What follows belongs to an exercise in optimizing a design on an open flow for small area and a short achievable clock period; a production flow would make more cautious choices.
In this exercise RTL edits were held to simulation tests only and were not proved equivalent to the original.
Power figures rest on the tool's default switching activity, not on a simulated workload.

run a:
## fetch_unit_with_btb
module fetch_unit_with_btb (
    input clk,
    input reset,
    input stall,
    input flush,
    input branch_taken_execute,
    input [31:0] pc_execute,
    input [31:0] target_pc_execute,
    output [31:0] pc_out,
    output btb_hit,
    output [31:0] predicted_pc
);
    reg [64*26-1:0] tag_q;
    reg [64*32-1:0] tgt_q;
    reg [64*2-1:0]  prd_q;
    reg [2*16-1:0]  ptr_q;
    reg [15:0]      full_q;
    reg [31:0] pc_q;
    reg        hit_q;       
    reg [31:0] pred_q;      
    reg [1:0]  hway_q;      
    reg [15:0] dsa, dsa1n, dsa2, dsa3n;
    wire [15:0] dsa1 = ~dsa1n;
    wire [15:0] dsa3 = ~dsa3n;
    reg [15:0] p_dec;       
    reg [15:0] p_set;       
    reg [3:0]  p_wtag, p_wtgt, p_wprd;
    reg [3:0]  p_mt, p_mp, p_mg;    
    reg [25:0] p_tag;
    reg [31:0] p_tgt;
    reg [1:0]  p_prd;
    assign pc_out = pc_q;
    assign btb_hit = hit_q;
    assign predicted_pc = pred_q;
    function [29:0] inc30(input [29:0] v);
        integer i;
        begin
            for (i = 0; i < 30; i = i + 1)
                inc30[i] = v[i] ^ ((v & ((30'd1 << i) - 30'd1)) == ((30'd1 << i) - 30'd1));
        end
    endfunction
    wire        T  = branch_taken_execute;
    wire        en = branch_taken_execute | flush;
    wire [3:0]  sx = pc_execute[5:2];
    wire [25:0] tx = pc_execute[31:6];
    wire [3:0]  sa = pred_q[5:2];
  ...
Size in the first run: about 15000 cells after synthesis, about 4100 flip-flops, ~160000 um^2 of cells after synthesis.
export LEC_CHECK = 0
export CAP_MARGIN = 20
export CORE_MARGIN = 2
export CORE_UTILIZATION = 55
export SETUP_SLACK_MARGIN = 5.0
export SLEW_MARGIN = 20
export SYNTH_HIERARCHICAL = 1
export TNS_END_PERCENT = 0
create_clock -name core_clock -period 9.5 [get_ports {clk}]
standard.sh (not shown) runs the stock make flow with config.mk's settings and CLKGATE_MAP_FILE= SYNTH_SCRIPT=/design/flow/synth_recipe.tcl, a recipe that flattens the netlist after the stock synthesis.
==> flow/flow/run.sh <==
#!/bin/bash
set -o pipefail
bash standard.sh \
    MATCH_CELL_FOOTPRINT=0 \
    "BUFFER_PORTS_ARGS=-buffer_cell sky130_fd_sc_hd__buf_4" \
    "CTS_ARGS=-sink_clustering_enable -repair_clock_nets -dont_use_dummy_load -sink_clustering_size 24 -sink_clustering_max_diameter 80" \
    finish > flow.log 2>&1
The following lists how run b was set up differently from run a:
--- a/flow/design.v
+++ b/flow/design.v
@@ -14,19 +14,17 @@
     reg [64*32-1:0] tgt_q;
     reg [64*2-1:0]  prd_q;
     reg [2*16-1:0]  ptr_q;
     reg [15:0]      full_q;
     reg [31:0] pc_q;
     reg        hit_q;       
     reg [31:0] pred_q;      
     reg [1:0]  hway_q;      
-    reg [15:0] dsa, dsa1n, dsa2, dsa3n;
-    wire [15:0] dsa1 = ~dsa1n;
-    wire [15:0] dsa3 = ~dsa3n;
+    reg [15:0] dsa, dsa1, dsa2, dsa3;
     reg [15:0] p_dec;       
     reg [15:0] p_set;       
     reg [3:0]  p_wtag, p_wtgt, p_wprd;
     reg [3:0]  p_mt, p_mp, p_mg;    
     reg [25:0] p_tag;
     reg [31:0] p_tgt;
     reg [1:0]  p_prd;
     assign pc_out = pc_q;
@@ -71,21 +69,21 @@
     wire         xfull, afull;
     wire [127:0] trow;
     generate
         for (g = 0; g < 104; g = g + 1) begin : rtag
             wire [15:0] col;
             for (h = 0; h < 16; h = h + 1) begin : c
                 assign col[h] = tag_q[h*104 + g];
             end
-            btb_sel16f ux (.s(dsx), .d(col), .y(xtag[g]));
+            btb_sel16 ux (.s(dsx), .d(col), .y(xtag[g]));
             if (g < 52) begin : lo
-                btb_sel16f ua (.s(dsa), .d(col), .y(atag[g]));
+                btb_sel16 ua (.s(dsa), .d(col), .y(atag[g]));
             end else begin : hi
-                btb_sel16f ua (.s(dsa1), .d(col), .y(atag[g]));
+                btb_sel16 ua (.s(dsa1), .d(col), .y(atag[g]));
             end
         end
         for (g = 0; g < 8; g = g + 1) begin : rprd
             wire [15:0] col;
             for (h = 0; h < 16; h = h + 1) begin : c
                 assign col[h] = prd_q[h*8 + g];
             end
             wire rx;
@@ -191,42 +189,44 @@
             btb_pick8 u (.s({selP, selQ, selX, selI, selT}),
                          .d({pred_q[g], d_q[g], d_x[g], target_pc_execute[g],
                              trow[96+g], trow[64+g], trow[32+g], trow[g]}),
                          .y(pred_n[g]));
         end
     endgenerate
     wire [31:0] pc_n = stall ? pc_q : flush ? pc_execute : pred_q;
     wire [1:0]  hway_n = stall ? (sameS ? uway : hway_q) : (uX ? uway : aw);
-    wire [15:0] dsa_n, dsa2_n;
+    wire [15:0] dsa_n, dsa1_n, dsa2_n, dsa3_n;
     generate
         for (g = 0; g < 16; g = g + 1) begin : dn
             wire [6:0] d = {d_q[5:2] == g, d_x[5:2] == g, target_pc_execute[5:2] == g,
                             trow[101:98] == g, trow[69:66] == g, trow[37:34] == g, trow[5:2] == g};
             btb_pick8 u0 (.s({selP, selQ, selX, selI, selT}), .d({dsa[g], d}), .y(dsa_n[g]));
+            btb_pick8 u1 (.s({selP, selQ, selX, selI, selT}), .d({dsa1[g], d}), .y(dsa1_n[g]));
             btb_pick8 u2 (.s({selP, selQ, selX, selI, selT}), .d({dsa2[g], d}), .y(dsa2_n[g]));
+            btb_pick8 u3 (.s({selP, selQ, selX, selI, selT}), .d({dsa3[g], d}), .y(dsa3_n[g]));
         end
     endgenerate
     always @(posedge clk or posedge reset) begin
         if (reset) begin
             pc_q <= 32'd0;
             hit_q <= 1'b0;
             pred_q <= 32'd4;
             dsa <= 16'd2;
-            dsa1n <= ~16'd2;
+            dsa1 <= 16'd2;
             dsa2 <= 16'd2;
-            dsa3n <= ~16'd2;
+            dsa3 <= 16'd2;
         end else begin
             pc_q <= pc_n;
             hit_q <= hit_n;
             pred_q <= pred_n;
             dsa <= dsa_n;
-            dsa1n <= ~dsa_n;
+            dsa1 <= dsa1_n;
             dsa2 <= dsa2_n;
-            dsa3n <= ~dsa2_n;
+            dsa3 <= dsa3_n;
         end
     end
     always @(posedge clk)
         hway_q <= hway_n;
     always @(posedge clk or posedge reset) begin
         if (reset) begin
             p_mt <= 4'd0;
             p_mg <= 4'd0;
@@ -389,50 +389,15 @@
     assign selQ = stall ? (~sameS & evictS) : (~anyT & ~anyI & ~uX);
     assign selP = stall & (sameS ? kS : ~evictS);
     assign hit_n = stall ? (sameS | (hit_q & ~evictS)) : (uX | (|amk));
 endmodule
 module btb_dec16 (
     input [3:0] a,
     output [15:0] y
 );
-    wire [3:0] lo = {a[1] & a[0], a[1] & ~a[0], ~a[1] & a[0], ~a[1] & ~a[0]};
-    wire [3:0] hi = {a[3] & a[2], a[3] & ~a[2], ~a[3] & a[2], ~a[3] & ~a[2]};
     genvar k;
     generate
         for (k = 0; k < 16; k = k + 1) begin : d
-            btb_and2 u (.a(lo[k % 4]), .b(hi[k / 4]), .y(y[k]));
+            assign y[k] = (a == k);
         end
     endgenerate
 endmodule
-module btb_and2 (input a, input b, output y);
-    assign y = a & b;
-endmodule
-module btb_sel16f (
-    input [15:0] s,
-    input [15:0] d,
-    output y
-);
-    wire [3:0] q;
-    genvar k;
-    generate
-        for (k = 0; k < 4; k = k + 1) begin : g
-            btb_sel4 u (.s(s[4*k +: 4]), .d(d[4*k +: 4]), .y(q[k]));
-        end
-    endgenerate
-    wire n0, n1;
-    btb_nor2 u0 (.a(q[0]), .b(q[1]), .y(n0));
-    btb_nor2 u1 (.a(q[2]), .b(q[3]), .y(n1));
-    btb_nand2 u2 (.a(n0), .b(n1), .y(y));
-endmodule
-module btb_nor2 (input a, input b, output y);
-    assign y = ~(a | b);
-endmodule
-module btb_nand2 (input a, input b, output y);
-    assign y = ~(a & b);
-endmodule
-module btb_sel4 (
-    input [3:0] s,
-    input [3:0] d,
-    output y
-);
-    assign y = |(s & d);
-endmodule
- In terms of relative contribution of the clock network to total power, run b and run a differ only marginally.
- On run b: die area is 1.9% lower than what run a gave.
- The violation count after the first detailed-route iteration in run b is 1.4 times that in run a.
- [compare] base=run a new=run b: count of nets after finishing now smaller; post-route worst hold slack now smaller; area after synthesis now smaller.
- [compare] base=run a new=run b: share of total power in sequential cells closely matched the old numbers, fraction of synthesized cell area in xor and xnor cells closely matched the old numbers, wire length of the first global-routing pass closely matched the old numbers, reported sequential group power closely matched the old numbers, global-route total usage across every layer increased by 1.4 points relative to the old numbers.

## re-timing with driven ports
In the flow no input, the clock included, has a driving cell. The finished layouts below were timed again as built, in two steps. Step 1 sets driving cells, clkbuf_16 on the clock port and buf_2 on the other inputs (assumed; they add their load-dependent delay and slew). Step 2 moves the port delays by t, midway between the first and last clock arrival at a register: inputs arrive t later, outputs are due t later. That takes back most of the time a late clock gives input paths. Slacks: ideal / step 1 / step 2; pairs: ideal / step 1.
| run | t (ns) | setup WS [ns] | slew at the worst register clock pin (ns) |
|---|---|---|---|
| run a | 1.038 | 3.627 / 3.588 / 2.550 | 0.11 / 0.11 |
| run b | 1.040 | 3.357 / 3.037 / 1.998 | 0.11 / 0.11 |
After both steps setup and hold are still met in every run listed. The setup slack of run b, which loses most, moves by -0.320 ns with the drivers and by -1.359 ns with both steps.
